Background: an optimization exercise with open tools, aiming at small area, a short achievable clock period and few clock cycles. Do not read the settings as production practice. RTL that was checked went through simulation tests only; none was proved equivalent to the original. The RTL of runs 5 to 8 was laid out without a check of its function. No driver is modelled on the clock port, so clocking that relies on it looks cheaper here than on a real chip. No activity file was given, so power comes from the tool's default toggle rates.

### design/flow/config.mk
export PLATFORM = sky130hd
export DESIGN_NAME = fsm
export DESIGN_NICKNAME = fsm
export VERILOG_FILES = /design/flow/design.v
export SDC_FILE = /design/flow/constraint.sdc
export NUM_CORES = 4
export LEC_CHECK = 0
export CAP_MARGIN = 0
export CORE_AREA = 2 2 62 62
export DIE_AREA = 0 0 64 64
export SETUP_SLACK_MARGIN = 2.68
export SLEW_MARGIN = 0
### design/flow/constraint.sdc
create_clock -name core_clock -period 5.0 [get_ports {clk}]
set_input_delay 1.0000 -clock core_clock [delete_from_list [all_inputs] [get_ports {clk}]]
set_output_delay 1.0000 -clock core_clock [all_outputs]
set_load 0.01 [all_outputs]
### design/flow/design.v
module fsm(
    input [15:0] dataIn,
    input R_I,
    input reset,
    input clk,
    output reg REG_ERROR,
    output [15:0] dataOut,
    output reg R_O
);
wire        s = dataIn[15];
wire [14:0] x = dataIn[14:0];
wire        busy = R_O | REG_ERROR;
wire [11:0] lo;
assign lo[0] = 1'b0;
genvar g;
generate
    for (g = 1; g < 12; g = g + 1) begin : p
        assign lo[g] = |x[g-1:0];
    end
endgenerate
wire [11:0] m = x[11:0] ^ ({12{s}} & lo);
wire err = s ? ~&x[14:11] : (|x[14:12] | (x[11] & lo[11]));
wire l4 = s ? (&x[10:4] & lo[4]) : ~|x[11:4];
wire l8 = s ? (&x[10:8] & lo[8]) : ~|x[11:8];
wire [11:0] t4;
assign t4[11:8] = m[11:8] | ({4{l8}} & m[7:4]) | ({4{l4}} & m[3:0]);
assign t4[7:4]  = ({4{~l8}} & m[7:4]) | ({4{l8 & ~l4}} & m[3:0]);
assign t4[3:0]  = {4{~l8}} & m[3:0];
wire f1 = ~t4[11] & t4[10];
wire f2 = ~t4[11] & ~t4[10] & t4[9];
wire f3 = ~t4[11] & ~t4[10] & ~t4[9] & t4[8];
reg        sgn, q8, q4, p1, p2, p3;
reg [11:0] r4;
always @(posedge clk) begin
    sgn <= s;
    q8  <= l4;
    q4  <= l8 & ~l4;
    p1  <= f1;
    p2  <= f2;
    p3  <= f3;
    r4  <= t4;
    if (reset) begin
        R_O       <= 1'b0;
        REG_ERROR <= 1'b0;
    end else begin
        R_O       <= R_I & ~busy & ~err;
        REG_ERROR <= R_I & ~busy & err;
    end
end
wire p0 = r4[11];
wire [13:0] rz = {r4, 2'b00};
generate
    for (g = 0; g < 10; g = g + 1) begin : o_m
        assign dataOut[g] = (p0 & rz[g+3]) | (p1 & rz[g+2]) | (p2 & rz[g+1]) | (p3 & rz[g]);
    end
endgenerate
assign dataOut[10] = p1 | p3;
assign dataOut[11] = p0 | p3;
assign dataOut[12] = p3 ^ q4;
assign dataOut[13] = p3 ? q8 : ~(q4 | q8);
assign dataOut[14] = (p0 | p1 | p2 | p3) & ~(p3 & q8);
assign dataOut[15] = sgn;
endmodule
### design/flow/flow/run.sh
#!/bin/bash
# ORFS layout as in standard.sh (the standard flow's own layout), with two changes:
#  - synthesis is synth_recipe.tcl, except that ABC maps with the script in
#    flow/map.abc (plain mapping, no sizing: the resizer sizes the cells
#    later) and, if MY_ABC_AVOID is set, without the slow many-input cells it
#    names; registers are mapped as in synth_recipe.tcl and keep their names;
#  - plain buf_1 cells as the port buffers (the resizer upsizes them where
#    timing needs it).
# Settings are in flow/params.sh; the ORFS output goes to standard_flow.log
# and the per-step logs under orfs/logs.
set -euo pipefail
W=$PWD
source "$W/flow/params.sh"
export MY_ABC_D MY_ABC_SCRIPT
# cells whose names match MY_ABC_AVOID (a regular expression) are kept out of ABC's library
MY_ABC_DONTUSE=""
if [[ -n "${MY_ABC_AVOID:-}" ]]; then
  MY_ABC_DONTUSE=$(grep -oE '^\s*cell *\( *"?sky130_fd_sc_hd__[a-z0-9_]+' "$FLOW_HOME/platforms/sky130hd/lib/sky130_fd_sc_hd__tt_025C_1v80.lib" \
    | grep -oE 'sky130_fd_sc_hd__[a-z0-9_]+' | grep -E "sky130_fd_sc_hd__($MY_ABC_AVOID)" | tr '\n' ' ')
fi
export MY_ABC_DONTUSE
# clock tree options, if set, replace ORFS's defaults for clock_tree_synthesis
if [[ -n "${MY_CTS_ARGS:-}" ]]; then export CTS_ARGS="$MY_CTS_ARGS"; fi
# extra ORFS variables (NAME=value words), e.g. repair options
for kv in ${MY_ENV:-}; do export "$kv"; done
export BUFFER_PORTS_ARGS="-buffer_cell sky130_fd_sc_hd__buf_1"
sed "s#SYNTH_SCRIPT=[^ ]*#SYNTH_SCRIPT=$W/flow/my_synth.tcl#" standard.sh > my_standard.sh
bash my_standard.sh finish > standard_flow.log 2>&1
### design/flow/flow/map.abc
&get -n
&st
&dch
&nf
&put
topo
stime -c
### design/flow/flow/my_synth.tcl
# synth_recipe.tcl with the abc call's script replaced (MY_ABC_SCRIPT), its
# delay target dropped or set (MY_ABC_D) and cells kept out (MY_ABC_DONTUSE).
proc abc {args} {
  set out {}
  for {set i 0} {$i < [llength $args]} {incr i} {
    set a [lindex $args $i]
    if {$a eq "-script"} {
      incr i
      if {$::env(MY_ABC_SCRIPT) ne ""} { lappend out -script $::env(MY_ABC_SCRIPT) }
      continue
    }
    if {$a eq "-D"} { incr i; continue }
    lappend out $a
  }
  if {$::env(MY_ABC_D) ne ""} { lappend out -D $::env(MY_ABC_D) }
  # extra cells ABC may not map to (slow many-input cells)
  if {[info exists ::env(MY_ABC_DONTUSE)]} {
    foreach pat $::env(MY_ABC_DONTUSE) {
      lappend out -dont_use $pat
    }
  }
  puts "my abc: $out"
  yosys abc {*}$out
}
source [file join [file dirname [file normalize [info script]]] .. synth_recipe.tcl]
### design/flow/flow/params.sh
MY_ABC_D=""
MY_ABC_SCRIPT="$W/flow/map.abc"
MY_ABC_AVOID="or4|and4|or3|and3|nor4|nand4|o41|a41|o311|a311|o2111|a2111|mux4|xor3|xnor3|maj3|fa_|ha_"
MY_CTS_ARGS=""
MY_ENV=""
### design/flow/standard.sh
#!/bin/bash
# synth_recipe.tcl (not shown) runs the flow's synth.tcl, then flattens the netlist and writes it again
# the make line also repeats each setting of config.mk as NAME=value (left out here)
make -C /OpenROAD-flow-scripts/flow DESIGN_CONFIG=/design/flow/config.mk WORK_HOME=/design/flow/orfs CLKGATE_MAP_FILE= SYNTH_SCRIPT=/design/flow/synth_recipe.tcl "${@:-finish}"
==> impl_metrics.py, run 1 <==
metrics = {
    "run_status": {
        "status": "complete, no violations",
    },
    "finish": {
        "area_delta_synth_final_pct": 25.2,
        "n_antenna_cell": 0,
        "drive_gt1_share_pct": 10.2,
        "fin_nets": 197,
        "largest_register_ffs": 12,
        "multi_input_comb_area_um2": 659,
        "ff_latch_area_um2": 410,
        "n_fill_cell": 374,
        "layoutNonFillerInstCount": 222,
        "regMostFlops": "r4",
    },
    "clocking": {
        "clkSlewWorstSetupHoldPaths_ns": 0.10,
        "worstSkewPairLatency_ns": 0.29,
        "cts_tree": "done",
        "cts_made_buffers": 3,
        "numClockSinks": 20,
        "hold_buffers": 0,
    },
    "floorplan": {
        "dieArea_mm2": 0.00410,
        "ioPinCount": 37,
        "die_h_um": 64,
        "initial_utilization_pct": 31.5,
        "die_w_um": 64,
        "core_area_mm2": 0.00339,
        "placementRows": 21,
    },
    "synthesis": {
        "seq_area_frac_synth_pct": 37.5,
        "synth.distinct_cells": 24,
        "synth_ff_type": "dfxtp_1",
        "async_flop_share_pct": 0,
        "syn_inst": 137,
        "synth_edf_count": 0,
        "avgSynthCellArea_um2": 7.79,
        "syn_area_mm2": 0.00107,
        "synth_area_leaders": "dfxtp_1, nand2_1, a222oi_1",
        "synth_nets": 156,
        "ys_ff_latch": 20,
        "yosys.area.top_type_share_pct": 37.5,
        "synth_area_leader_cell": "dfxtp_1",
        "ys_warn_count": 1,
    },
    "critical_path": {
        "endpoint_kind": "output pin",
        "critical_path_required_ns": 4.00,
        "crit_path_max_fanout": 11,
        "path_class": "reg -> out",
        "arrival_ns": 1.25,
        "start_kind": "register",
        "reg2reg_depth": 3,
    },
    "power": {
        "p_per_area_mw_per_mm2": 279,
        "p_comb_share_pct": 28.8,
        "irDropWorstVdd_mv": 0.0623,
        "clockPowerShare_pct": 19.1,
        "leakagePower_nw": 0.482,
        "pwr-share-seq_pct": 52.1,
        "p_sw_mw": 0.123,
        "p_int_mw": 0.250,
        "swShare_pct": 33.1,
    },
    "sta": {
        "fmax_mhz": 445,
        "period_needed_ns": 2.25,
        "finalMaxSlewViolations": 0,
        "hold-worst-slack_ns": 0.528,
        "tns_ns": 0,
        "finalSetupViolCount": 0,
        "hold_viol_final": 0,
        "worst_pin_slew_ns": 0.428,
        "rsz0062_at_grt": "true",
        "fin_skew_ns": 0.000127,
        "period_share_pct": 45.0,
        "relSlewSlack_pct": 71.3,
    },
    "detailed_routing": {
        "drc": 0,
        "wl_mm": 2.41,
        "vias_per_cell": 4.85,
        "drtAntennaViolNets": 0,
        "wire_per_inst_um": 10.9,
        "via_count": 1076,
        "drtIter0Drc": 77,
        "drt_first_pass_iters": 5,
    },
    "grt": {
        "antenna_found_initial": 0,
        "grt_max_degree": 15,
        "grt_pass1_vias": 939,
        "grt_pass1_wl_mm": 3.97,
        "grt_usage_pct": 11.9,
        "grt-ovfl-total": 0,
    },
    "place": {
        "portBuffers": 36,
        "dp.final_hpwl_mm": 1.91,
        "gp_congestion": 0.842,
        "dp_cells": 218,
    },
    "min_path": {
        "hold_depth": 3,
        "hold_class": "reg -> reg",
    },
    "job": {
        "max_cap_viol_count": 0,
    },
}
-- layer usage --
metal / wire length (um) / track usage, %
met5: 0 / 0
met4: 19 / 4.89
met3: 145 / 1.06
met2: 999 / 17.8
met1: 1250 / 17.3
-- critical path: stages, from the launching register on --
cell      delay, ns
dfxtp_4        0.39
a222oi_1       0.32
clkinv_1       0.10
buf_1          0.14
-- placed cells by master (no fill, tap or decap) --
| master | count |
|---|---|
| a22o_1 | 1 |
| nor2_2 | 1 |
| buf_4 | 1 |
| o21ai_0 | 3 |
| buf_1 | 34 |
| or2_0 | 4 |
| o21ai_2 | 2 |
| dfxtp_2 | 2 |
| buf_2 | 1 |
| a222oi_1 | 9 |
| xor2_1 | 6 |
| nor3_1 | 4 |
| clkbuf_2 | 1 |
| nor2_1 | 14 |
| nand2_2 | 1 |
| nand3_1 | 5 |
| a221o_1 | 1 |
| nor3b_2 | 1 |
| dfxtp_1 | 16 |
| a221oi_2 | 2 |
| a31oi_1 | 2 |
| nand3b_1 | 1 |
| clkinv_1 | 11 |
| clkbuf_4 | 3 |
| o21ai_4 | 1 |
| a21oi_1 | 3 |
| o31ai_1 | 3 |
| a21o_1 | 1 |
| nand2_1 | 24 |
| nand2b_1 | 3 |
| dfxtp_4 | 2 |
| nor2b_1 | 1 |
| xnor2_1 | 7 |
| o22ai_1 | 4 |
| o21ai_1 | 1 |
-- final timing paths --
check | startpoint | end | slack, ns
setup reg to reg | REG_ERROR$_SDFF_PP0_ | R_O$_SDFF_PP0_ | 4.32
setup / recovery | p1$_DFF_P_ | dataOut[1] | 2.75
hold reg to reg | R_O$_SDFF_PP0_ | REG_ERROR$_SDFF_PP0_ | 0.53
hold / removal | R_O$_SDFF_PP0_ | REG_ERROR$_SDFF_PP0_ | 0.53
-- Yosys cell counts (2+ instances only) --
| cell | n |
|---|---|
| a21oi_1 | 3 |
| a221oi_1 | 2 |
| a222oi_1 | 9 |
| a31oi_1 | 2 |
| clkinv_1 | 11 |
| dfxtp_1 | 20 |
| nand2_1 | 25 |
| nand2b_1 | 3 |
| nand3_1 | 5 |
| nor2_1 | 15 |
| nor3_1 | 4 |
| o21ai_0 | 7 |
| o22ai_1 | 4 |
| o31ai_1 | 3 |
| or2_0 | 4 |
| xnor2_1 | 7 |
| xor2_1 | 6 |
-- power by group through the flow --
| stage | registers, mW | logic, mW | clock network (mW) |
|---|---|---|---|
| 3_5_place_dp | 0.197 | 0.104 | 0 |
| 2_1_floorplan | 0.193 | 0.0708 | 0 |
| 4_1_cts | 0.194 | 0.107 | 0.0707 |
| 3_3_place_gp | 0.198 | 0.104 | 0 |
| 6_report | 0.195 | 0.107 | 0.0712 |
| 5_1_grt | 0.197 | 0.120 | 0.0803 |
-- layout make-up --
class	count	area share, %
Multi-Input combinational cell	105	49.3
Sequential cell	20	30.7
Timing Repair Buffer	37	10.9
Tap cell	46	4.31
Inverter	11	3.09
Clock buffer	3	1.69
-- repair_timing --
action	in CTS	in global routing
buffers inserted	1	0
gates resized for setup	5	11
gates cloned	0	0
pin swaps	1	3
endpoints found under the hold margin	0	0
endpoints found under the setup margin	10	21
-- stage by stage --
stage               power [mW]  area, um2  util, %  worst slack, ns
floorplan                0.263       1080        -             2.70
detailed placement       0.302       1270     37.4             2.18
finish                   0.373       1340     39.4             2.75
CTS                      0.371       1310     38.8             2.66
global route             0.398       1340     39.4             2.65
global placement         0.302       1270     37.4             2.25
-- cell families (layout without fill, tap and decap cells) --
family,after synthesis,after routing,synth area share (%)
AOI/OAI and AO/OA,33,33,22.9
and+or+nand+nor,59,59,24.4
DFF,20,20,37.5
xor gates and xnor gates,13,13,10.7
buffers and inverters,12,51,4.57
Testbench counts, summed over its fixed seeds: cycles 24,000.
==> inputs of run 2 (changes only) <==
--- a/design/flow/config.mk
+++ b/design/flow/config.mk
@@ -6,7 +6,10 @@
 export NUM_CORES = 4
 export LEC_CHECK = 0
-export CAP_MARGIN = 0
+export CAP_MARGIN = 20
 export CORE_AREA = 2 2 62 62
+export CTS_BUF_LIST = sky130_fd_sc_hd__clkbuf_8
+export CTS_CLUSTER_DIAMETER = 200
+export CTS_CLUSTER_SIZE = 40
 export DIE_AREA = 0 0 64 64
 export SETUP_SLACK_MARGIN = 2.68
-export SLEW_MARGIN = 0
+export SLEW_MARGIN = 20
==> run 2 against run 1 <==
Against the previous run: still clean on timing, DRC and antenna; non-clock buffer count rose by 2; clock power rose by 35%; clock-buffer cell count did not move; cell count rose by 0.90%; combinational power rose by 6%; die area did not move; sequential share of layout area fell by 1.7 points; first-iteration DRC count rose by 22%; sequential power barely moved; synthesized cell count did not move; critical path type is now in -> reg; largest power group unchanged.
==> impl_metrics.py, run 2 <==
metrics = {
    "synthesis": {
        "syn_inst": 137,
        "synth.most_common_cell": "nand2_1",
        "synth.distinct_cells": 24,
        "synth-simple-area-share_pct": 24.4,
        "synth_fa_ha_area_share_pct": 0,
        "synth_area_leader_cell": "dfxtp_1",
        "synth.top_cells.by_count": "nand2_1, dfxtp_1, nor2_1",
        "async_flop_share_pct": 0,
        "synth_edf_count": 0,
        "yosys.area.top_type_share_pct": 37.5,
        "ys_warn_count": 1,
        "syn_area_mm2": 0.00107,
        "synthMuxAreaShare_pct": 0,
        "ys_ff_latch": 20,
        "synth_nets": 156,
        "seq_area_frac_synth_pct": 37.5,
        "synth-xor-area-share_pct": 10.7,
        "synth_area_leaders": "dfxtp_1, nand2_1, a222oi_1",
        "synth_top_family_by_area": "simple AND/OR/NAND/NOR gates",
        "avgSynthCellArea_um2": 7.79,
        "synth_ff_type": "dfxtp_1",
        "synth_compound_gate_area_share_pct": 22.9,
    },
    "detailed_routing": {
        "drtAntennaViolNets": 0,
        "drtIter0Drc": 94,
        "wl_mm": 2.50,
        "vias_per_cell": 4.82,
        "drc": 0,
        "drt_first_pass_iters": 5,
        "via_count": 1079,
        "wire_per_inst_um": 11.2,
    },
    "grt": {
        "grt_max_degree": 15,
        "grt_pass1_wl_mm": 4.10,
        "grt-ovfl-total": 0,
        "grt_pass1_vias": 962,
        "grt_usage_pct": 12.3,
        "antenna_found_initial": 0,
    },
    "finish": {
        "drive_gt1_share_pct": 14.6,
        "final_common_cell": "buf_1",
        "largest_register_ffs": 12,
        "regMostFlops": "r4",
        "final_cell_mix": "buf_1, nand2_1, dfxtp_1",
        "area_delta_synth_final_pct": 31.9,
        "fin_nets": 199,
        "n_fill_cell": 370,
        "ff_latch_area_um2": 408,
        "n_antenna_cell": 0,
        "multi_input_comb_area_um2": 696,
    },
    "sta": {
        "hold_viol_final": 0,
        "relSlewSlack_pct": 71.4,
        "tns_ns": 0,
        "period_needed_ns": 2.29,
        "finalMaxSlewViolations": 0,
        "fmax_mhz": 438,
        "finalSetupViolCount": 0,
        "hold-worst-slack_ns": 0.522,
        "rsz0062_at_grt": "true",
        "worst_pin_slew_ns": 0.426,
        "period_share_pct": 45.7,
        "fin_skew_ns": 0.0000401,
    },
    "place": {
        "dp.final_hpwl_mm": 1.91,
        "gp_congestion": 0.842,
        "portBuffers": 36,
    },
    "floorplan": {
        "ioPinCount": 37,
        "die_h_um": 64,
        "core_area_mm2": 0.00339,
        "initial_utilization_pct": 31.5,
        "dieArea_mm2": 0.00410,
        "die_w_um": 64,
        "placementRows": 21,
    },
    "critical_path": {
        "start_kind": "input port",
        "path_class": "in -> reg",
        "arrival_ns": 2.45,
        "critical_path_required_ns": 5.16,
        "endpoint_kind": "register",
        "crit_path_max_fanout": 3,
    },
    "power": {
        "swShare_pct": 31.1,
        "leakagePower_nw": 0.516,
        "irDropWorstVdd_mv": 0.0750,
        "p_per_area_mw_per_mm2": 287,
        "clockPowerShare_pct": 23.8,
        "p_sw_mw": 0.126,
        "p_comb_share_pct": 28.0,
        "p_int_mw": 0.278,
        "pwr-share-seq_pct": 48.2,
        "total_power_mw": 0.404,
    },
    "clocking": {
        "hold_buffers": 0,
        "worstSkewPairLatency_ns": 0.24,
        "cts_tree": "done",
        "cts_made_buffers": 3,
        "numClockSinks": 20,
        "clkSlewWorstSetupHoldPaths_ns": 0.06,
    },
    "min_path": {
        "hold_class": "reg -> reg",
    },
    "job": {
        "max_cap_viol_count": 0,
    },
    "run_status": {
        "status": "complete, no violations",
    },
}
## run 2: cell counts after synthesis
Identical to the previous run, type by type.
## run 2: cells by family after synthesis
logic type | count (synthesis)
AND/OR/NAND/NOR | 59
XOR/XNOR | 13
flip-flops | 20
buffers and inverters | 12
AO/OA/AOI/OAI | 33
## run 2: critical path, cell delays in order
cell and delay (ns):
buf_1 0.18, nor2_2 0.08, buf_4 0.14, a31oi_2 0.19, a21oi_1 0.08, xnor2_1 0.17
a221oi_2 0.29, nand2_1 0.13, nor3b_2 0.19
## run 2: path summary, 6_finish.rpt
| path | start | to | slack [ns] | cells past startpoint |
|---|---|---|---|---|
| max | dataIn[3] | p3$_DFF_P_ | 2.71 | 9 |
| min | R_O$_SDFF_PP0_ | REG_ERROR$_SDFF_PP0_ | 0.52 | 3 |
| max reg2reg | REG_ERROR$_SDFF_PP0_ | R_O$_SDFF_PP0_ | 4.33 | 3 |
| min reg2reg | R_O$_SDFF_PP0_ | REG_ERROR$_SDFF_PP0_ | 0.52 | 3 |
## run 2: power groups by stage
stage / Sequential [mW] / Combinational (mW) / Clock, mW
2_1_floorplan: 0.193 / 0.0708 / 0
3_3_place_gp: 0.198 / 0.104 / 0
3_5_place_dp: 0.197 / 0.104 / 0
4_1_cts: 0.194 / 0.107 / 0.0987
5_1_grt: 0.198 / 0.126 / 0.109
6_report: 0.195 / 0.113 / 0.0962
## run 2: area by class of cell
type | count | share of cell area (%)
multi-input combinational | 105 | 49.4
sequential | 20 | 29.0
timing repair buffer | 39 | 11.6
tap | 46 | 4.09
clock buffer | 3 | 2.93
inverter | 11 | 2.93
## run 2: metal layers
| metal | up-vias | GRT usage, % | routed length (um) | part of all wire (%) |
|---|---|---|---|---|
| met5 | - | 0 | 0 | 0 |
| li1 | 574 | - | - | - |
| met2 | 45 | 18.9 | 1120 | 45 |
| met3 | 0 | 1.58 | 151 | 6.0 |
| met1 | 460 | 17.4 | 1230 | 49 |
| met4 | 0 | 4.89 | 0 | 0 |
## run 2: repair_timing
item	4_1_cts	5_1_grt
endpoints found under the setup margin	11	16
hold endpoints to repair	0	0
buffers inserted	1	2
pin swaps	1	5
gates resized for setup	6	20
## run 2: metrics by stage
step	std cells	utilization (%)	setup slack (ns)	area, um2
after detailed placement	218	37.4	2.18	1270
final	224	41.5	2.71	1410
after CTS	222	39.4	2.61	1330
after global routing	224	41.5	2.64	1410
after global placement	218	37.4	2.25	1270
after floorplan	137	-	2.70	1080
==> inputs of run 3 (changes only) <==
==> design/flow/flow/params.sh (replaced) <==
MY_ABC_D=""
MY_ABC_SCRIPT="$W/flow/map.abc"
MY_ABC_AVOID="or4|and4|or3|and3|nor4|nand4|o41|a41|o311|a311|o2111|a2111|mux4|xor3|xnor3|maj3|fa_|ha_|a222oi|a221o|or2_0"
MY_CTS_ARGS=""
MY_ENV=""
==> design/flow/config.mk (replaced) <==
export PLATFORM = sky130hd
export DESIGN_NAME = fsm
export DESIGN_NICKNAME = fsm
export VERILOG_FILES = /design/flow/design.v
export SDC_FILE = /design/flow/constraint.sdc
export NUM_CORES = 4
export LEC_CHECK = 0
export CAP_MARGIN = 20
export CORE_AREA = 2 2 62 62
export DIE_AREA = 0 0 64 64
export SETUP_SLACK_MARGIN = 2.6
export SLEW_MARGIN = 20
==> run 3 against run 2 <==
Against the previous run: synthesized cell count decreased by 1.5%; first-iteration DRC count is 39% lower; wire length decreased by 3.0%; non-clock buffer count shrank 3; critical path type unchanged; critical endpoint is now r4[8]$_DFF_P_; largest power group unchanged.
==> impl_metrics.py, run 3 <==
metrics = {
    "run_status": {
        "status": "complete, no violations",
    },
    "clocking": {
        "cts_made_buffers": 3,
        "hold_buffers": 0,
        "numClockSinks": 20,
        "clkSlewWorstSetupHoldPaths_ns": 0.10,
        "worstSkewPairLatency_ns": 0.29,
        "postCtsSetupBuffers": 0,
        "cts_tree": "done",
    },
    "synthesis": {
        "ys_ff_latch": 20,
        "ys_warn_count": 1,
        "syn_inst": 135,
        "synth_area_leaders": "dfxtp_1, a22oi_1, nand2_1",
        "avgSynthCellArea_um2": 7.92,
        "async_flop_share_pct": 0,
        "synth.most_common_cell": "dfxtp_1",
        "seq_area_frac_synth_pct": 37.4,
        "synth_ff_type": "dfxtp_1",
        "synth.top_cells.by_count": "dfxtp_1, nand2_1, a22oi_1, nor2_1",
        "synth_edf_count": 0,
        "yosys.area.top_type_share_pct": 37.4,
        "synth_nets": 154,
        "synth_area_leader_cell": "dfxtp_1",
        "synth.distinct_cells": 27,
        "syn_area_mm2": 0.00107,
    },
    "finish": {
        "regMostFlops": "r4",
        "ff_latch_area_um2": 403,
        "fin_nets": 194,
        "fin_util_pct": 39.5,
        "n_antenna_cell": 0,
        "area_delta_synth_final_pct": 25.0,
        "multi_input_comb_area_um2": 682,
        "largest_register_ffs": 12,
        "n_fill_cell": 367,
        "final_cell_mix": "buf_1, dfxtp_1, nand2_1",
        "drive_gt1_share_pct": 8.62,
        "final_common_cell": "buf_1",
    },
    "critical_path": {
        "arrival_ns": 2.50,
        "critical_path_required_ns": 5.19,
        "crit_chain": "buf_2, clkinv_1, nand3_1, nor2_1, a31oi_4, clkinv_1, a211oi_2, clkinv_1",
        "crit_path_max_fanout": 14,
        "critical_path.most_common_cell": "clkinv_1",
        "start_kind": "input port",
        "cp_top_family": "buffers and inverters",
        "path_buf_inv": 4,
        "path_class": "in -> reg",
        "endpoint_kind": "register",
        "cpMaxStageDelayCell": "a211oi_2",
        "worst_path_largest_cell_delay_ns": 0.32,
    },
    "floorplan": {
        "core_area_mm2": 0.00339,
        "ioPinCount": 37,
        "die_h_um": 64,
        "die_w_um": 64,
        "dieArea_mm2": 0.00410,
        "initial_utilization_pct": 31.6,
        "placementRows": 21,
    },
    "sta": {
        "relSlewSlack_pct": 73.4,
        "hold_viol_final": 0,
        "period_needed_ns": 2.31,
        "worst_pin_slew_ns": 0.398,
        "fmax_mhz": 433,
        "rsz0062_at_grt": "true",
        "finalMaxSlewViolations": 0,
        "finalSetupViolCount": 0,
        "tns_ns": 0,
        "fin_skew_ns": 0.0000139,
        "period_share_pct": 46.2,
    },
    "grt": {
        "grt_pass1_wl_mm": 3.98,
        "grt_max_degree": 15,
        "antenna_found_initial": 0,
        "grt_pass1_vias": 938,
        "grt-ovfl-total": 0,
        "grt_usage_pct": 11.9,
    },
    "detailed_routing": {
        "via_count": 1085,
        "vias_per_cell": 4.93,
        "drt_first_pass_iters": 4,
        "drtIter0Drc": 57,
        "drc": 0,
        "wl_mm": 2.43,
        "drtAntennaViolNets": 0,
        "wire_per_inst_um": 11.0,
    },
    "power": {
        "p_per_area_mw_per_mm2": 290,
        "leakagePower_nw": 0.489,
        "total_power_mw": 0.388,
        "irDropWorstVdd_mv": 0.0863,
    },
    "job": {
        "max_cap_viol_count": 0,
    },
    "place": {
        "gp_congestion": 0.826,
        "portBuffers": 36,
        "dp.final_hpwl_mm": 1.91,
    },
    "min_path": {
        "hold_class": "reg -> reg",
    },
}
run 3: logic make-up after synthesis:
| kind of cell | synth area share, % |
|---|---|
| compound gates | 28.7 |
| xor+xnor | 9.82 |
| buf+inv | 2.81 |
| flops | 37.4 |
| simple gates | 21.3 |
run 3: layer usage:
layer  GRT usage [%]  wire, um
met5               0         0
met4            6.52        52
met3           0.880       133
met2            17.1      1010
met1            17.4      1230
run 3: area by class of cell:
cell class,instances,share of cell area [%]
clock buffer,4,2.71
inverter,6,1.68
multi-input combinational,108,51.0
sequential,20,30.1
tap,46,4.30
timing repair buffer,36,10.2
run 3: final timing paths:
check | start | slack, ns | cells after the start | end
min | R_O$_SDFF_PP0_ | 0.53 | 3 | REG_ERROR$_SDFF_PP0_
max reg2reg | REG_ERROR$_SDFF_PP0_ | 4.31 | 3 | R_O$_SDFF_PP0_
min reg2reg | R_O$_SDFF_PP0_ | 0.53 | 3 | REG_ERROR$_SDFF_PP0_
max | dataIn[15] | 2.69 | 8 | r4[8]$_DFF_P_
run 3: metrics by stage:
stage | instance area [um2] | hold WS, ns | std cells | worst slack, ns
after floorplan | 1070 | 0.567 | 135 | 2.60
after global placement | 1250 | 0.516 | 216 | 1.86
after detailed placement | 1250 | 0.521 | 216 | 1.91
after CTS | 1300 | 0.536 | 220 | 2.61
after global routing | 1340 | 0.569 | 220 | 2.56
final | 1340 | 0.529 | 220 | 2.69
run 3: worst register-to-register path, cell delays in order, from the launching register on:
cell      delay (ns)
dfxtp_1         0.32
nor2_1          0.13
nand3b_1        0.10
nor2_1          0.08
run 3: report_power, final:
part / leakage, nW / switching (mW) / internal, mW
Combinational: 0.300 / 0.0599 / 0.0418
Sequential: 0.168 / 0.0198 / 0.175
Clock: 0.0210 / 0.0473 / 0.0444
Total: 0.489 / 0.127 / 0.261
run 3: timing repair:
action | 4_1_cts | 5_1_grt
resized for setup | 5 | 10
endpoints found under the setup margin | 13 | 11
gates cloned | 0 | 0
==> inputs of run 4 (changes only) <==
--- a/design/flow/config.mk
+++ b/design/flow/config.mk
@@ -9,4 +9,4 @@
 export CORE_AREA = 2 2 62 62
 export DIE_AREA = 0 0 64 64
-export SETUP_SLACK_MARGIN = 2.6
+export SETUP_SLACK_MARGIN = 2.68
 export SLEW_MARGIN = 20
==> run 4 against run 3 <==
Against the previous run: via count fell by 0.83%; still clean; design area rose by 2.7%; cell count rose by 0.91%.
==> impl_metrics.py, run 4 <==
metrics = {
    "run_status": {
        "status": "complete, no violations",
    },
    "finish": {
        "final_common_cell": "buf_1",
        "fin_nets": 196,
        "postLayoutCellArea_mm2": 0.00137,
        "fin_util_pct": 40.5,
        "n_antenna_cell": 0,
        "drive_gt1_share_pct": 11.9,
        "final_cell_mix": "buf_1, nand2_1, dfxtp_1, a22oi_1, nor2_1",
        "regMostFlops": "r4",
        "layoutNonFillerInstCount": 222,
        "largest_register_ffs": 12,
        "area_delta_synth_final_pct": 28.4,
    },
    "synthesis": {
        "seq_area_frac_synth_pct": 37.4,
        "synth_compound_gate_area_share_pct": 28.7,
        "synth_fa_ha_area_share_pct": 0,
        "synth_ff_type": "dfxtp_1",
        "synth_area_leaders": "dfxtp_1, a22oi_1, nand2_1",
        "synth_edf_count": 0,
        "synth_top_family_by_area": "compound AO/OA/AOI/OAI gates",
        "synth_nets": 154,
        "avgSynthCellArea_um2": 7.92,
        "synth_area_leader_cell": "dfxtp_1",
        "synth.most_common_cell": "dfxtp_1",
        "synth-simple-area-share_pct": 21.3,
        "synth.distinct_cells": 27,
        "synth.top_cells.by_count": "dfxtp_1, nand2_1, a22oi_1, nor2_1",
        "ys_ff_latch": 20,
        "synthMuxAreaShare_pct": 0,
        "yosys.area.top_type_share_pct": 37.4,
        "ys_warn_count": 1,
        "async_flop_share_pct": 0,
        "syn_inst": 135,
        "syn_area_mm2": 0.00107,
        "synth-xor-area-share_pct": 9.82,
    },
    "grt": {
        "grt-ovfl-total": 0,
        "antenna_found_initial": 0,
        "grt_usage_pct": 11.1,
        "grt_max_degree": 15,
        "grt_pass1_wl_mm": 3.84,
        "grt_pass1_vias": 915,
    },
    "detailed_routing": {
        "vias_per_cell": 4.85,
        "wire_per_inst_um": 10.4,
        "drtIter0Drc": 50,
        "drtAntennaViolNets": 0,
        "drt_first_pass_iters": 4,
        "wl_mm": 2.31,
        "via_count": 1076,
        "drc": 0,
    },
    "floorplan": {
        "initial_utilization_pct": 31.6,
        "die_h_um": 64,
        "core_area_mm2": 0.00339,
        "ioPinCount": 37,
        "placementRows": 21,
        "die_w_um": 64,
        "dieArea_mm2": 0.00410,
    },
    "place": {
        "gp_congestion": 0.821,
        "dpl-instance-area_mm2": 0.00125,
        "portBuffers": 36,
        "dp.final_hpwl_mm": 1.93,
        "dp_cells": 216,
    },
    "clocking": {
        "numClockSinks": 20,
        "cts_tree": "done",
        "worstSkewPairLatency_ns": 0.28,
        "hold_buffers": 0,
        "cts_made_buffers": 3,
        "clkSlewWorstSetupHoldPaths_ns": 0.10,
    },
    "sta": {
        "rsz0062_at_grt": "false",
        "period_share_pct": 44.3,
        "finalMaxSlewViolations": 0,
        "period_needed_ns": 2.22,
        "tns_ns": 0,
        "worst_pin_slew_ns": 0.343,
        "finalSetupViolCount": 0,
        "fmax_mhz": 451,
        "relSlewSlack_pct": 77.1,
        "fin_skew_ns": 0.0000153,
        "hold_viol_final": 0,
    },
    "critical_path": {
        "crit_chain": "or2_1, nor3_2, a21oi_1, buf_1",
        "arrival_ns": 1.22,
        "crit_path_max_fanout": 11,
        "r2r_start": "REG_ERROR$_SDFF_PP0_",
        "start_kind": "register",
        "path_buf_inv": 1,
        "path_class": "reg -> out",
        "r2r_slack_ns": 4.32,
        "critical_path_required_ns": 4.00,
        "worst_path_largest_cell_delay_ns": 0.39,
        "reg2reg_depth": 3,
        "cp_top_family": "flip-flops",
        "cpMaxStageDelayCell": "dfxtp_4",
        "endpoint_kind": "output pin",
        "r2r_end": "R_O$_SDFF_PP0_",
    },
    "min_path": {
        "min-delay-start": "R_O$_SDFF_PP0_",
        "holdPathEnd": "REG_ERROR$_SDFF_PP0_",
        "hold_class": "reg -> reg",
        "hold_depth": 3,
    },
    "job": {
        "max_cap_viol_count": 0,
    },
    "power": {
        "p_per_area_mw_per_mm2": 281,
        "irDropWorstVdd_mv": 0.0803,
        "leakagePower_nw": 0.513,
        "total_power_mw": 0.386,
    },
}
[run 4: logic make-up (layout without fill, tap and decap cells)]
logic type             after synthesis  after routing
buffers and inverters                7             48
XOR/XNOR                            12             12
AND/OR/NAND/NOR                     52             52
flip-flops                          20             20
AO/OA/AOI/OAI                       44             44
[run 4: metal layers]
layer	vias up	part of all wire, %	global-route usage, %
li1	569	-	-
met1	471	51	15.9
met2	34	44	17.7
met3	2	5.1	0.704
met4	0	0.61	3.26
met5	-	0	0
[run 4: worst reg2reg max path: cells and delay by family (launching register included)]
| kind | cells | cell delay, ns |
|---|---|---|
| AND/OR/NAND/NOR | 3 | 0.31 |
| flip-flops | 1 | 0.32 |
[run 4: layout make-up]
class / count / area (um2)
inverters: 6 / 22.5
clock buffers: 4 / 36.3
multi-input cells: 108 / 693
flip-flops and latches: 20 / 409
well taps: 46 / 57.6
repair buffers: 38 / 155
fillers: 367 / 2020
[run 4: worst max path at each step]
stage	slack (ns)	start	cells after the start	endpoint
after CTS	2.68	dataIn[0]	8	p3$_DFF_P_
final	2.78	p1$_DFF_P_	4	dataOut[14]
after floorplan	2.73	dataIn[3]	6	r4[8]$_DFF_P_
after detailed placement	2.07	dataIn[15]	8	r4[8]$_DFF_P_
after global routing	2.68	dataIn[0]	9	p2$_DFF_P_
after global placement	2.12	dataIn[15]	8	r4[8]$_DFF_P_
[run 4: repair_timing]
item	CTS	global route
gates resized for setup	7	14
setup buffers	0	2
pin swaps	0	1
setup endpoints to repair	14	11
[run 4: report_power, final]
part	total (mW)	switching (mW)	internal [mW]
clock network	0.0857	0.0415	0.0442
logic	0.105	0.0602	0.0449
registers	0.195	0.0201	0.175
total	0.386	0.122	0.264
[run 4: metrics by stage]
stage	hold slack, ns	worst slack, ns
5_1_grt	0.588	2.68
2_1_floorplan	0.567	2.73
3_3_place_gp	0.516	2.12
3_5_place_dp	0.516	2.07
6_report	0.527	2.78
4_1_cts	0.531	2.68
==> inputs of run 5 (changes only) <==
--- a/design/flow/design.v
+++ b/design/flow/design.v
@@ -9,4 +9,6 @@
 );
 wire        s = dataIn[15];
+wire        sa = dataIn[14];
+wire        sc = dataIn[13];
 wire [14:0] x = dataIn[14:0];
 wire        busy = R_O | REG_ERROR;
@@ -19,8 +21,8 @@
     end
 endgenerate
-wire [11:0] m = x[11:0] ^ ({12{s}} & lo);
+wire [11:0] m = x[11:0] ^ ({12{sa}} & lo);
 wire err = s ? ~&x[14:11] : (|x[14:12] | (x[11] & lo[11]));
-wire l4 = s ? (&x[10:4] & lo[4]) : ~|x[11:4];
-wire l8 = s ? (&x[10:8] & lo[8]) : ~|x[11:8];
+wire l4 = sc ? (&x[10:4] & lo[4]) : ~|x[11:4];
+wire l8 = sc ? (&x[10:8] & lo[8]) : ~|x[11:8];
 wire [11:0] t4;
 assign t4[11:8] = m[11:8] | ({4{l8}} & m[7:4]) | ({4{l4}} & m[3:0]);
==> design/flow/flow/params.sh (replaced) <==
MY_ABC_D=""
MY_ABC_SCRIPT="$W/flow/map.abc"
MY_ABC_AVOID="or4|and4|or3|and3|nor4|nand4|o41|a41|o311|a311|o2111|a2111|mux4|xor3|xnor3|maj3|fa_|ha_"
MY_CTS_ARGS=""
MY_ENV=""
--- a/design/flow/config.mk
+++ b/design/flow/config.mk
@@ -9,4 +9,4 @@
 export CORE_AREA = 2 2 62 62
 export DIE_AREA = 0 0 64 64
-export SETUP_SLACK_MARGIN = 2.68
+export SETUP_SLACK_MARGIN = 2.6
 export SLEW_MARGIN = 20
==> run 5 against run 4 <==
Against the previous run: still clean; utilization increased by 1.0 points; hold slack gained 0.024 ns; combinational power rose by 4%; cell count up 0.90%; synthesized cell count shrank 0.74%; maximum frequency decreased by 7.0%; sequential power is essentially flat; via count rose by 3.5%; sequential cell count did not move; clock power grew 2%; total power up 1.2%; critical path depth increased by 5; largest power group unchanged.
==> impl_metrics.py, run 5 <==
metrics = {
    "power": {
        "irDropWorstVdd_mv": 0.0714,
        "p_per_area_mw_per_mm2": 277,
        "leakagePower_nw": 0.521,
    },
    "floorplan": {
        "placementRows": 21,
        "core_area_mm2": 0.00339,
        "dieArea_mm2": 0.00410,
        "initial_utilization_pct": 31.4,
        "ioPinCount": 37,
        "die_w_um": 64,
        "die_h_um": 64,
    },
    "job": {
        "max_cap_viol_count": 0,
    },
    "sta": {
        "worst_pin_slew_ns": 0.463,
        "finalSetupViolCount": 0,
        "relSlewSlack_pct": 69.1,
        "rsz0062_at_grt": "false",
        "hold_viol_final": 0,
        "fin_skew_ns": 0.0000738,
        "finalMaxSlewViolations": 0,
        "period_needed_ns": 2.39,
        "tns_ns": 0,
        "period_share_pct": 47.7,
        "hold-worst-slack_ns": 0.551,
        "fmax_mhz": 419,
    },
    "synthesis": {
        "synth_area_leaders": "dfxtp_1, nand2_1, a222oi_1",
        "syn_area_mm2": 0.00106,
        "synth.most_common_cell": "nand2_1",
        "ys_warn_count": 1,
        "synth_ff_type": "dfxtp_1",
        "synth.distinct_cells": 27,
        "ys_ff_latch": 20,
        "synth_edf_count": 0,
        "syn_inst": 134,
        "synth.top_cells.by_count": "nand2_1, dfxtp_1, nor2_1",
        "synth_nets": 153,
        "avgSynthCellArea_um2": 7.94,
        "yosys.area.top_type_share_pct": 37.6,
        "seq_area_frac_synth_pct": 37.6,
        "async_flop_share_pct": 0,
        "synth_area_leader_cell": "dfxtp_1",
    },
    "finish": {
        "final_cell_mix": "buf_1, nand2_1, dfxtp_1",
        "regMostFlops": "r4",
        "area_delta_synth_final_pct": 32.5,
        "fin_util_pct": 41.6,
        "n_antenna_cell": 0,
        "final_common_cell": "buf_1",
        "largest_register_ffs": 12,
        "drive_gt1_share_pct": 13.5,
        "fin_nets": 198,
    },
    "detailed_routing": {
        "wl_mm": 2.53,
        "drc": 0,
        "wire_per_inst_um": 11.3,
        "drtAntennaViolNets": 0,
        "drtIter0Drc": 140,
        "vias_per_cell": 4.97,
        "via_count": 1114,
        "drt_first_pass_iters": 4,
    },
    "clocking": {
        "cts_made_buffers": 3,
        "cts_tree": "done",
        "worstSkewPairLatency_ns": 0.29,
        "hold_buffers": 0,
        "clkSlewWorstSetupHoldPaths_ns": 0.11,
        "numClockSinks": 20,
    },
    "critical_path": {
        "start_kind": "input port",
        "r2r_slack_ns": 4.31,
        "endpoint_kind": "register",
        "reg2reg_depth": 3,
        "critical_path_required_ns": 5.22,
        "r2r_start": "REG_ERROR$_SDFF_PP0_",
        "crit_path_max_fanout": 6,
        "path_class": "in -> reg",
        "arrival_ns": 2.61,
        "r2r_end": "R_O$_SDFF_PP0_",
    },
    "min_path": {
        "holdPathEnd": "REG_ERROR$_SDFF_PP0_",
        "hold_class": "reg -> reg",
        "min-delay-start": "R_O$_SDFF_PP0_",
        "hold_depth": 3,
    },
    "run_status": {
        "status": "complete, no violations",
    },
    "grt": {
        "grt_max_degree": 15,
        "grt-ovfl-total": 0,
        "grt_usage_pct": 11.9,
        "grt_pass1_wl_mm": 4.01,
        "grt_pass1_vias": 922,
        "antenna_found_initial": 0,
    },
    "place": {
        "portBuffers": 36,
        "gp_congestion": 0.784,
        "dp.final_hpwl_mm": 1.92,
    },
}
[run 5: cell count changes after synthesis, moves of 5 or more]
cell,delta
a22oi_1,-17
nand2_1,+9
a222oi_1,+9
or2_0,+5
[run 5: critical path: stages]
cell     delay [ns]
buf_6          0.09
or2_4          0.26
nor3_4         0.28
buf_6          0.15
a31oi_4        0.08
xnor2_1        0.19
o221a_1        0.27
nand3_2        0.11
nor3b_2        0.17
[run 5: worst max path at each step]
stage                 end        from  slack [ns]  depth (start not counted)
2_1_floorplan  p3$_DFF_P_   dataIn[1]        2.63                          7
3_3_place_gp   p3$_DFF_P_   dataIn[5]        2.29                          8
3_5_place_dp   p3$_DFF_P_   dataIn[5]        2.24                          8
4_1_cts        p3$_DFF_P_   dataIn[1]        2.58                          8
5_1_grt        p3$_DFF_P_  dataIn[14]        2.52                          7
6_report       p3$_DFF_P_   dataIn[0]        2.61                          9
[run 5: metrics by stage]
step	total power [mW]	setup slack [ns]	cell area, um2	instances
detailed placement	0.296	2.24	1250	215
CTS	0.383	2.58	1300	219
global route	0.417	2.52	1410	224
global placement	0.297	2.29	1250	215
floorplan	0.258	2.63	1070	134
finish	0.391	2.61	1410	224
[run 5: where the power goes]
group | switching (mW) | leakage [nW] | internal, mW
logic | 0.0610 | 0.331 | 0.0480
clock network | 0.0427 | 0.0210 | 0.0443
registers | 0.0191 | 0.168 | 0.175
[run 5: kinds of logic (layout without fill, tap and decap cells)]
family | count (synthesis) | in the layout | share of synthesized area [%]
DFF | 20 | 20 | 37.6
AOI/OAI and AO/OA | 31 | 31 | 22.7
and+or+nand+nor | 64 | 64 | 26.9
buffers and inverters | 7 | 51 | 2.82
xor gates and xnor gates | 12 | 12 | 9.88
[run 5: repair_timing]
action / CTS / global route
cloned: 0 / 0
endpoints found under the setup margin: 3 / 16
gates resized for setup: 2 / 22
buffers inserted: 0 / 5
pin swaps: 0 / 9
[run 5: area by class of cell]
type,count,area (um2)
fill,361,1980
sequential,20,408
timing repair buffer,41,184
tap,46,57.6
inverter,6,22.5
clock buffer,4,36.3
multi-input combinational,107,701
[run 5: per-layer routing]
metal	vias to the layer above	GRT usage, %	routed length (um)
met4	0	4.89	7
met1	502	17.3	1240
met3	2	1.23	119
met5	-	0	0
met2	34	17.8	1160
li1	576	-	-
==> inputs of run 6 (changes only) <==
--- a/design/flow/config.mk
+++ b/design/flow/config.mk
@@ -9,4 +9,4 @@
 export CORE_AREA = 2 2 62 62
 export DIE_AREA = 0 0 64 64
-export SETUP_SLACK_MARGIN = 2.6
+export SETUP_SLACK_MARGIN = 2.68
 export SLEW_MARGIN = 20
==> run 6 against run 5 <==
Against the previous run: still clean on timing, DRC and antenna; maximum frequency rose by 1.9%; design area fell by 0.89%; sequential cell count did not move; utilization fell by 0.37 points; global-route usage rose by 0.23 points; largest cell class unchanged; largest power group unchanged; highest routed layer unchanged.
==> impl_metrics.py, run 6 <==
metrics = {
    "run_status": {
        "status": "complete, no violations",
    },
    "critical_path": {
        "r2r_start": "REG_ERROR$_SDFF_PP0_",
        "critical_path_required_ns": 4.00,
        "path_class": "reg -> out",
        "start_kind": "register",
        "crit_path_max_fanout": 7,
        "reg2reg_depth": 3,
        "endpoint_kind": "output pin",
        "arrival_ns": 1.34,
        "worstSetupStartpoint": "p1$_DFF_P_",
    },
    "sta": {
        "period_needed_ns": 2.34,
        "finalMaxSlewViolations": 0,
        "rsz0062_at_grt": "true",
        "fin_skew_ns": 0.0000115,
        "hold-worst-slack_ns": 0.549,
        "period_share_pct": 46.8,
        "worst_pin_slew_ns": 0.375,
        "fin_ws_ns": 2.66,
        "finalSetupViolCount": 0,
        "hold_viol_final": 0,
        "fmax_mhz": 427,
        "relSlewSlack_pct": 75.0,
        "tns_ns": 0,
    },
    "detailed_routing": {
        "drtIter0Drc": 123,
        "drc": 0,
        "wl_mm": 2.56,
        "vias_per_cell": 4.91,
        "drt_first_pass_iters": 4,
        "wire_per_inst_um": 11.5,
        "via_count": 1091,
        "drtAntennaViolNets": 0,
    },
    "synthesis": {
        "yosys.area.top_type_share_pct": 37.6,
        "synth.most_common_cell": "nand2_1",
        "synth_area_leader_cell": "dfxtp_1",
        "async_flop_share_pct": 0,
        "syn_inst": 134,
        "seq_area_frac_synth_pct": 37.6,
        "synth.distinct_cells": 27,
        "avgSynthCellArea_um2": 7.94,
        "synth_area_leaders": "dfxtp_1, nand2_1, a222oi_1",
        "synth_nets": 153,
        "synth_edf_count": 0,
        "ys_ff_latch": 20,
        "syn_area_mm2": 0.00106,
        "ys_warn_count": 1,
        "synth.top_cells.by_count": "nand2_1, dfxtp_1, nor2_1",
        "synth_ff_type": "dfxtp_1",
    },
    "min_path": {
        "hold_class": "reg -> reg",
        "min-delay-start": "R_O$_SDFF_PP0_",
        "hold_depth": 3,
    },
    "clocking": {
        "numClockSinks": 20,
        "clkSlewWorstSetupHoldPaths_ns": 0.09,
        "cts_tree": "done",
        "cts_made_buffers": 3,
        "worstSkewPairLatency_ns": 0.28,
    },
    "grt": {
        "grt_usage_pct": 12.1,
        "grt_max_degree": 15,
        "grt_pass1_vias": 905,
        "grt-ovfl-total": 0,
        "antenna_found_initial": 0,
        "grt_pass1_wl_mm": 4.00,
    },
    "power": {
        "irDropWorstVdd_mv": 0.0685,
        "p_per_area_mw_per_mm2": 269,
        "leakagePower_nw": 0.521,
    },
    "floorplan": {
        "die_w_um": 64,
        "core_area_mm2": 0.00339,
        "initial_utilization_pct": 31.4,
        "placementRows": 21,
        "dieArea_mm2": 0.00410,
        "die_h_um": 64,
        "ioPinCount": 37,
    },
    "place": {
        "dp.final_hpwl_mm": 1.91,
        "portBuffers": 36,
        "pre_cts_ws_ns": 2.36,
        "dp_cells": 215,
        "gp_congestion": 0.762,
    },
    "finish": {
        "largest_register_ffs": 12,
        "drive_gt1_share_pct": 16.5,
        "fin_nets": 197,
        "multi_input_comb_area_um2": 707,
        "fin_util_pct": 41.2,
        "n_fill_cell": 363,
        "final_cell_mix": "buf_1, nand2_1, dfxtp_1",
        "regMostFlops": "r4",
        "area_delta_synth_final_pct": 31.3,
        "n_antenna_cell": 0,
        "layoutNonFillerInstCount": 222,
        "final_common_cell": "buf_1",
        "ff_latch_area_um2": 410,
    },
    "job": {
        "max_cap_viol_count": 0,
    },
}
[run 6: changes by cell type in the layout (fill, tap and decap cells not counted), sizes merged]
cell / previous run / this run
clkbuf: 4 / 8
buf: 41 / 35
[run 6: timing repair]
action | CTS | global route
resized for setup | 3 | 26
pin swaps | 2 | 18
endpoints found under the setup margin | 3 | 17
hold buffers | 0 | 0
gates cloned | 0 | 0
setup buffers | 2 | 2
[run 6: per-layer routing]
layer  vias up  share of wire (%)  global-route usage [%]  routed length, um
met2        34                 47                    18.8               1200
met3         2                5.0                    2.11                129
met5         -                  0                       0                  0
met4         0               0.82                    4.89                 21
li1        570                  -                       -                  -
met1       485                 47                    16.6               1210
[run 6: worst paths after layout]
kind | to | slack, ns
worst max-delay path | dataOut[5] | 2.66
worst min-delay path | REG_ERROR$_SDFF_PP0_ | 0.55
worst max register to register | R_O$_SDFF_PP0_ | 4.32
worst min register to register | REG_ERROR$_SDFF_PP0_ | 0.55
[run 6: cell families (layout without fill, tap and decap cells)]
kind of cell           count (synthesis)  count (layout)  share of synthesized area, %
AO/OA/AOI/OAI                         31              31                          22.7
XOR/XNOR                              12              12                          9.88
buffers and inverters                  7              49                          2.82
flip-flops                            20              20                          37.6
AND/OR/NAND/NOR                       64              64                          26.9
[run 6: worst max-delay path, stage by stage, from the launching register on]
cell	delay, ns
dfxtp_4	0.38
buf_6	0.13
a222oi_1	0.32
nand2_1	0.09
clkbuf_2	0.14
[run 6: where the power goes]
| group | internal [mW] | switching, mW |
|---|---|---|
| logic | 0.0514 | 0.0628 |
| registers | 0.175 | 0.0188 |
| clock network | 0.0279 | 0.0398 |
[run 6: through the flow]
step | cell area, um2 | total power [mW]
finish | 1400 | 0.376
floorplan | 1080 | 0.259
CTS | 1310 | 0.368
global placement | 1260 | 0.297
global route | 1400 | 0.405
detailed placement | 1260 | 0.297
[run 6: cell type report]
class | instances | share of cell area (%)
clock buffers | 3 | 1.61
flip-flops and latches | 20 | 29.4
multi-input cells | 107 | 50.6
inverters | 6 | 1.61
repair buffers | 40 | 12.6
well taps | 46 | 4.12
==> inputs of run 7 (changes only) <==
--- a/design/flow/design.v
+++ b/design/flow/design.v
@@ -9,6 +9,4 @@
 );
 wire        s = dataIn[15];
-wire        sa = dataIn[14];
-wire        sc = dataIn[13];
 wire [14:0] x = dataIn[14:0];
 wire        busy = R_O | REG_ERROR;
@@ -21,15 +19,17 @@
     end
 endgenerate
-wire [11:0] m = x[11:0] ^ ({12{sa}} & lo);
+wire [11:0] m = x[11:0] ^ ({12{s}} & lo);
 wire err = s ? ~&x[14:11] : (|x[14:12] | (x[11] & lo[11]));
-wire l4 = sc ? (&x[10:4] & lo[4]) : ~|x[11:4];
-wire l8 = sc ? (&x[10:8] & lo[8]) : ~|x[11:8];
+wire l4 = s ? (&x[10:4] & lo[4]) : ~|x[11:4];
+wire l8 = s ? (&x[10:8] & lo[8]) : ~|x[11:8];
 wire [11:0] t4;
 assign t4[11:8] = m[11:8] | ({4{l8}} & m[7:4]) | ({4{l4}} & m[3:0]);
 assign t4[7:4]  = ({4{~l8}} & m[7:4]) | ({4{l8 & ~l4}} & m[3:0]);
 assign t4[3:0]  = {4{~l8}} & m[3:0];
-wire f1 = ~t4[11] & t4[10];
-wire f2 = ~t4[11] & ~t4[10] & t4[9];
-wire f3 = ~t4[11] & ~t4[10] & ~t4[9] & t4[8];
+wire k0 = ~l8, k4 = l8 & ~l4;
+wire f1 = (k0 & ~m[11] & m[10]) | (k4 & ~m[7] & m[6]) | (l4 & ~m[3] & m[2]);
+wire f2 = (k0 & ~m[11] & ~m[10] & m[9]) | (k4 & ~m[7] & ~m[6] & m[5]) | (l4 & ~m[3] & ~m[2] & m[1]);
+wire f3 = (k0 & ~m[11] & ~m[10] & ~m[9] & m[8]) | (k4 & ~m[7] & ~m[6] & ~m[5] & m[4])
+        | (l4 & ~m[3] & ~m[2] & ~m[1] & m[0]);
 reg        sgn, q8, q4, p1, p2, p3;
 reg [11:0] r4;
@@ -37,5 +37,5 @@
     sgn <= s;
     q8  <= l4;
-    q4  <= l8 & ~l4;
+    q4  <= k4;
     p1  <= f1;
     p2  <= f2;
--- a/design/flow/config.mk
+++ b/design/flow/config.mk
@@ -9,4 +9,4 @@
 export CORE_AREA = 2 2 62 62
 export DIE_AREA = 0 0 64 64
-export SETUP_SLACK_MARGIN = 2.68
+export SETUP_SLACK_MARGIN = 2.6
 export SLEW_MARGIN = 20
==> run 7 against run 6 <==
Against the previous run: still clean on timing, DRC and antenna; sequential cell count unchanged; clock power increased by 89%; largest power group unchanged; critical path depth increased by 5; largest cell class unchanged; clock-buffer cell count unchanged; highest routed layer unchanged; synthesized cell count increased by 5.2%.
==> impl_metrics.py, run 7 <==
metrics = {
    "run_status": {
        "status": "complete, no violations",
    },
    "place": {
        "gp_congestion": 0.905,
        "dp.final_hpwl_mm": 2.26,
        "dp_cells": 222,
        "portBuffers": 36,
        "dpl-instance-area_mm2": 0.00130,
        "pre_cts_ws_ns": 2.19,
    },
    "critical_path": {
        "arrival_ns": 2.48,
        "start_kind": "input port",
        "crit_path_max_fanout": 6,
        "path_class": "in -> reg",
        "critical_path_required_ns": 5.18,
        "endpoint_kind": "register",
    },
    "finish": {
        "fin_nets": 204,
        "area_delta_synth_final_pct": 28.9,
        "postLayoutCellArea_mm2": 0.00143,
        "regMostFlops": "r4",
        "largest_register_ffs": 12,
        "drive_gt1_share_pct": 11.4,
        "layoutNonFillerInstCount": 230,
        "final_common_cell": "buf_1",
        "final_cell_mix": "buf_1, nand2_1, dfxtp_1",
        "n_antenna_cell": 0,
    },
    "synthesis": {
        "seq_area_frac_synth_pct": 36.1,
        "synth_nets": 160,
        "ys_ff_latch": 20,
        "synth.most_common_cell": "nand2_1",
        "avgSynthCellArea_um2": 7.87,
        "synth_area_leaders": "dfxtp_1, a222oi_1, nand2_1",
        "synth_ff_type": "dfxtp_1",
        "synth.distinct_cells": 27,
        "async_flop_share_pct": 0,
        "syn_inst": 141,
        "yosys.area.top_type_share_pct": 36.1,
        "ys_warn_count": 1,
        "synth_edf_count": 0,
        "syn_area_mm2": 0.00111,
        "synth.top_cells.by_count": "nand2_1, dfxtp_1, nor2_1",
        "synth_area_leader_cell": "dfxtp_1",
    },
    "grt": {
        "grtUsageMet2_pct": 24.5,
        "antenna_found_initial": 0,
        "grt_busiest_layer": "met2",
        "grt-ovfl-total": 0,
        "grtUsageMet1_pct": 17.7,
        "grt_max_degree": 16,
        "grt_pass1_vias": 1073,
        "grt_pass1_wl_mm": 4.69,
        "grt_usage_pct": 14.1,
        "grtUsageMet3_pct": 1.06,
    },
    "sta": {
        "fin_ws_ns": 2.69,
        "fmax_mhz": 434,
        "relSlewSlack_pct": 71.3,
        "finalMaxSlewViolations": 0,
        "fin_skew_ns": 0.0000906,
        "tns_ns": 0,
        "hold_viol_final": 0,
        "finalSetupViolCount": 0,
        "rsz0062_at_grt": "true",
        "period_share_pct": 46.1,
        "period_needed_ns": 2.31,
        "worst_pin_slew_ns": 0.429,
    },
    "power": {
        "leakagePower_nw": 0.513,
        "p_per_area_mw_per_mm2": 305,
        "irDropWorstVdd_mv": 0.102,
    },
    "min_path": {
        "hold_class": "reg -> reg",
    },
    "clocking": {
        "cts_tree": "done",
        "worstSkewPairLatency_ns": 0.29,
        "clkSlewWorstSetupHoldPaths_ns": 0.10,
        "numClockSinks": 20,
        "hold_buffers": 0,
        "cts_made_buffers": 3,
    },
    "floorplan": {
        "ioPinCount": 37,
        "dieArea_mm2": 0.00410,
        "core_area_mm2": 0.00339,
        "die_h_um": 64,
        "placementRows": 21,
        "die_w_um": 64,
        "initial_utilization_pct": 32.7,
    },
    "detailed_routing": {
        "drc": 0,
        "vias_per_cell": 5.24,
        "wl_mm": 2.89,
        "via_count": 1206,
        "drt_first_pass_iters": 4,
        "drtIter0Drc": 115,
        "wire_per_inst_um": 12.5,
        "drtAntennaViolNets": 0,
    },
    "job": {
        "max_cap_viol_count": 0,
    },
}
## run 7: worst paths after layout
| path | start | end | slack (ns) | cells after the start |
|---|---|---|---|---|
| worst max-delay path | dataIn[9] | p1$_DFF_P_ | 2.69 | 9 |
| worst min-delay path | R_O$_SDFF_PP0_ | R_O$_SDFF_PP0_ | 0.54 | 3 |
| worst max register to register | REG_ERROR$_SDFF_PP0_ | REG_ERROR$_SDFF_PP0_ | 4.31 | 3 |
| worst min register to register | R_O$_SDFF_PP0_ | R_O$_SDFF_PP0_ | 0.54 | 3 |
## run 7: where the power goes
group          total [mW]  internal [mW]  switching (mW)
Clock               0.128         0.0810          0.0468
Combinational       0.113         0.0469          0.0665
Sequential          0.195          0.175          0.0193
## run 7: logic make-up (layout without fill, tap and decap cells)
family          Yosys count  after routing  share of synthesized area, %
compound gates           41             41                          27.1
xor+xnor                 13             13                          10.3
buf+inv                   8             51                          3.04
flops                    20             20                          36.1
simple gates             59             59                          23.6
## run 7: critical path, stage by stage
cell and delay (ns):
buf_1 0.11, or2_1 0.25, or2_4 0.25, nor3_2 0.21, o21bai_4 0.21, buf_12 0.14, nor2_1 0.04, a32oi_1 0.17
o31ai_1 0.10
## run 7: timing repair
action,in CTS,in global routing
setup endpoints to repair,5,12
gates resized for setup,7,8
pin swaps,0,4
buffers inserted,0,4
## run 7: cell type report
cell class	instances	area, um2
timing repair buffer	40	179
clock buffer	3	22.5
inverter	7	26.3
clock inverter	1	30.0
sequential	20	404
multi-input combinational	113	711
fill	361	1960
tap	46	57.6
## run 7: through the flow
stage / util, % / hold WS [ns] / total power [mW]
floorplan: - / 0.567 / 0.265
global placement: 38.3 / 0.504 / 0.304
detailed placement: 38.3 / 0.522 / 0.306
CTS: 40.6 / 0.538 / 0.435
global route: 42.2 / 0.593 / 0.461
finish: 42.2 / 0.538 / 0.436
## run 7: metal layers
layer,vias up,wire (um)
li1,609,-
met1,544,1320
met2,50,1400
met3,3,150
met4,0,21
met5,-,0
==> inputs of run 8 (changes only) <==
--- a/design/flow/config.mk
+++ b/design/flow/config.mk
@@ -9,4 +9,4 @@
 export CORE_AREA = 2 2 62 62
 export DIE_AREA = 0 0 64 64
-export SETUP_SLACK_MARGIN = 2.6
+export SETUP_SLACK_MARGIN = 2.68
 export SLEW_MARGIN = 20
==> run 8 against run 7 <==
Against the previous run: utilization up 0.15 points; wire length grew 1.1%; cell count increased by 0.43%; sequential cell count stayed put; clock skew hardly changed; critical path depth down 5; maximum frequency is 1.8% higher; clock-buffer cell count rose by 1.
==> impl_metrics.py, run 8 <==
metrics = {
    "critical_path": {
        "cpMaxStageDelayCell": "dfxtp_4",
        "arrival_ns": 1.27,
        "r2r_start": "REG_ERROR$_SDFF_PP0_",
        "start_kind": "register",
        "crit_path_max_fanout": 11,
        "worstSetupStartpoint": "p1$_DFF_P_",
        "cp_top_family": "flip-flops",
        "endpoint_kind": "output pin",
        "path_class": "reg -> out",
        "crit_chain": "or2_0, nor3_2, a21oi_1, buf_1",
        "critical_path_required_ns": 4.00,
        "worst_path_largest_cell_delay_ns": 0.40,
        "path_buf_inv": 1,
    },
    "synthesis": {
        "ys_warn_count": 1,
        "synth_ff_type": "dfxtp_1",
        "avgSynthCellArea_um2": 7.87,
        "synth_nets": 160,
        "synth.most_common_cell": "nand2_1",
        "synth.distinct_cells": 27,
        "yosys.area.top_type_share_pct": 36.1,
        "syn_area_mm2": 0.00111,
        "synth_area_leader_cell": "dfxtp_1",
        "ys_ff_latch": 20,
        "seq_area_frac_synth_pct": 36.1,
        "synth.top_cells.by_count": "nand2_1, dfxtp_1, nor2_1",
        "synth_edf_count": 0,
        "syn_inst": 141,
        "synth_area_leaders": "dfxtp_1, a222oi_1, nand2_1",
        "async_flop_share_pct": 0,
    },
    "sta": {
        "fmax_mhz": 441,
        "worst_pin_slew_ns": 0.449,
        "rsz0062_at_grt": "true",
        "tns_ns": 0,
        "finalSetupViolCount": 0,
        "period_share_pct": 45.3,
        "fin_skew_ns": 0.0000215,
        "relSlewSlack_pct": 70.0,
        "hold_viol_final": 0,
        "period_needed_ns": 2.27,
        "finalMaxSlewViolations": 0,
    },
    "finish": {
        "largest_register_ffs": 12,
        "n_antenna_cell": 0,
        "fin_util_pct": 42.3,
        "regMostFlops": "r4",
        "fin_nets": 205,
        "final_cell_mix": "buf_1, nand2_1, dfxtp_1",
        "n_fill_cell": 360,
        "final_common_cell": "buf_1",
        "layoutNonFillerInstCount": 231,
        "postLayoutCellArea_mm2": 0.00144,
        "area_delta_synth_final_pct": 29.3,
        "drive_gt1_share_pct": 14.1,
    },
    "power": {
        "pwr-share-seq_pct": 48.4,
        "p_per_area_mw_per_mm2": 280,
        "leakagePower_nw": 0.519,
        "p_sw_mw": 0.134,
        "irDropWorstVdd_mv": 0.0936,
        "swShare_pct": 33.4,
        "clockPowerShare_pct": 22.8,
        "p_comb_share_pct": 28.8,
        "total_power_mw": 0.401,
        "p_int_mw": 0.267,
    },
    "place": {
        "dp.final_hpwl_mm": 2.27,
        "dpl-instance-area_mm2": 0.00132,
        "dp_cells": 222,
        "portBuffers": 36,
        "gp_congestion": 0.957,
    },
    "grt": {
        "grt_pass1_vias": 1105,
        "grt_usage_pct": 14.6,
        "grtUsageMet1_pct": 18.7,
        "grt_max_degree": 16,
        "grtUsageMet2_pct": 23.7,
        "grt_pass1_wl_mm": 4.84,
        "grt_busiest_layer": "met2",
        "grtUsageMet3_pct": 2.99,
        "antenna_found_initial": 0,
        "grt-ovfl-total": 0,
    },
    "detailed_routing": {
        "via_count": 1210,
        "wire_per_inst_um": 12.6,
        "drc": 0,
        "vias_per_cell": 5.24,
        "drt_first_pass_iters": 6,
        "drtIter0Drc": 125,
        "wl_mm": 2.92,
        "drtAntennaViolNets": 0,
    },
    "clocking": {
        "cts_tree": "done",
        "numClockSinks": 20,
        "cts_made_buffers": 3,
        "hold_buffers": 0,
        "worstSkewPairLatency_ns": 0.29,
        "clkSlewWorstSetupHoldPaths_ns": 0.11,
    },
    "run_status": {
        "status": "complete, no violations",
    },
    "floorplan": {
        "dieArea_mm2": 0.00410,
        "initial_utilization_pct": 32.7,
        "die_h_um": 64,
        "ioPinCount": 37,
        "die_w_um": 64,
        "core_area_mm2": 0.00339,
        "placementRows": 21,
    },
    "min_path": {
        "hold_class": "reg -> reg",
        "min-delay-start": "REG_ERROR$_SDFF_PP0_",
    },
    "job": {
        "max_cap_viol_count": 0,
    },
}
==> run 8: cell counts after synthesis <==
No cell type changed its count.
==> run 8: tightest hold or removal path: stages (launching register included) <==
cell and delay, ns:
dfxtp_1 0.34, nor2_1 0.06, nand3b_1 0.07, nor2_1 0.04
==> run 8: per-stage QoR <==
step	hold WS, ns	setup WS [ns]
global placement	0.509	2.34
CTS	0.544	2.67
detailed placement	0.529	2.23
global route	0.590	2.60
finish	0.537	2.73
floorplan	0.567	2.69
==> run 8: area by class of cell <==
| cell class | instances | area (um2) | share of cell area (%) |
|---|---|---|---|
| Inverter | 7 | 27.5 | 1.92 |
| Tap cell | 46 | 57.6 | 4.01 |
| Timing Repair Buffer | 41 | 174 | 12.1 |
| Multi-Input combinational cell | 113 | 727 | 50.7 |
| Sequential cell | 20 | 413 | 28.8 |
| Clock buffer | 4 | 36.3 | 2.53 |
==> run 8: routing by layer <==
layer  up-vias  wire, um  part of all wire (%)
li1        612         -                     -
met1       532      1320                    45
met2        59      1340                    46
met3         7       191                   6.6
met4         0        60                   2.1
met5         -         0                     0
==> run 8: final timing paths <==
path / slack (ns) / to / cells after the start
hold / removal: 0.54 / R_O$_SDFF_PP0_ / 3
setup / recovery: 2.73 / dataOut[14] / 4
setup reg to reg: 4.32 / REG_ERROR$_SDFF_PP0_ / 3
hold reg to reg: 0.54 / R_O$_SDFF_PP0_ / 3
==> run 8: power by group through the flow <==
| stage | combinational (mW) | clock, mW | sequential [mW] |
|---|---|---|---|
| 2_1_floorplan | 0.0730 | 0 | 0.193 |
| 3_3_place_gp | 0.108 | 0 | 0.197 |
| 3_5_place_dp | 0.110 | 0 | 0.198 |
| 4_1_cts | 0.112 | 0.0956 | 0.194 |
| 5_1_grt | 0.129 | 0.105 | 0.197 |
| 6_report | 0.116 | 0.0913 | 0.194 |
==> run 8: logic make-up after synthesis <==
logic type	count (synthesis)	synth area share, %
AOI/OAI and AO/OA	41	27.1
xor gates and xnor gates	13	10.3
buffers and inverters	8	3.04
DFF	20	36.1
and+or+nand+nor	59	23.6
==> run 8: repair_timing <==
action | in CTS | in global routing
setup endpoints to repair | 7 | 17
setup buffers | 3 | 2
pin swaps | 3 | 6
gates resized for setup | 7 | 10

==> re-timing with driven ports <==
In the flow no input, the clock included, has a driving cell. The finished layouts below were timed again as built, in two steps. Step 1 assumes that a clkbuf_16 drives the clock port and a buf_2 every other input. Step 2 moves the port delays by t, midway between the first and last clock arrival at a register: inputs arrive t later, outputs are due t later. That takes back most of the time a late clock gives input paths. Slacks: ideal / step 1 / step 2; pairs: ideal / step 1.
run | shift t [ns] | slack for setup (ns) | cell pins on the clock port's net
run 1 | 0.309 | 2.752 / 2.732 / 2.470 | 1
run 2 | 0.266 | 2.715 / 2.713 / 2.448 | 1
run 3 | 0.315 | 2.692 / 2.689 / 2.374 | 1
run 4 | 0.296 | 2.783 / 2.764 / 2.507 | 1
run 5 | 0.303 | 2.615 / 2.602 / 2.299 | 1
run 6 | 0.301 | 2.659 / 2.638 / 2.401 | 1
run 7 | 0.312 | 2.693 / 2.678 / 2.381 | 1
run 8 | 0.318 | 2.734 / 2.715 / 2.423 | 1
After both steps setup and hold are still met in every run listed. The setup slack of run 3, which loses most, moves by -0.003 ns with the drivers and by -0.318 ns with both steps.
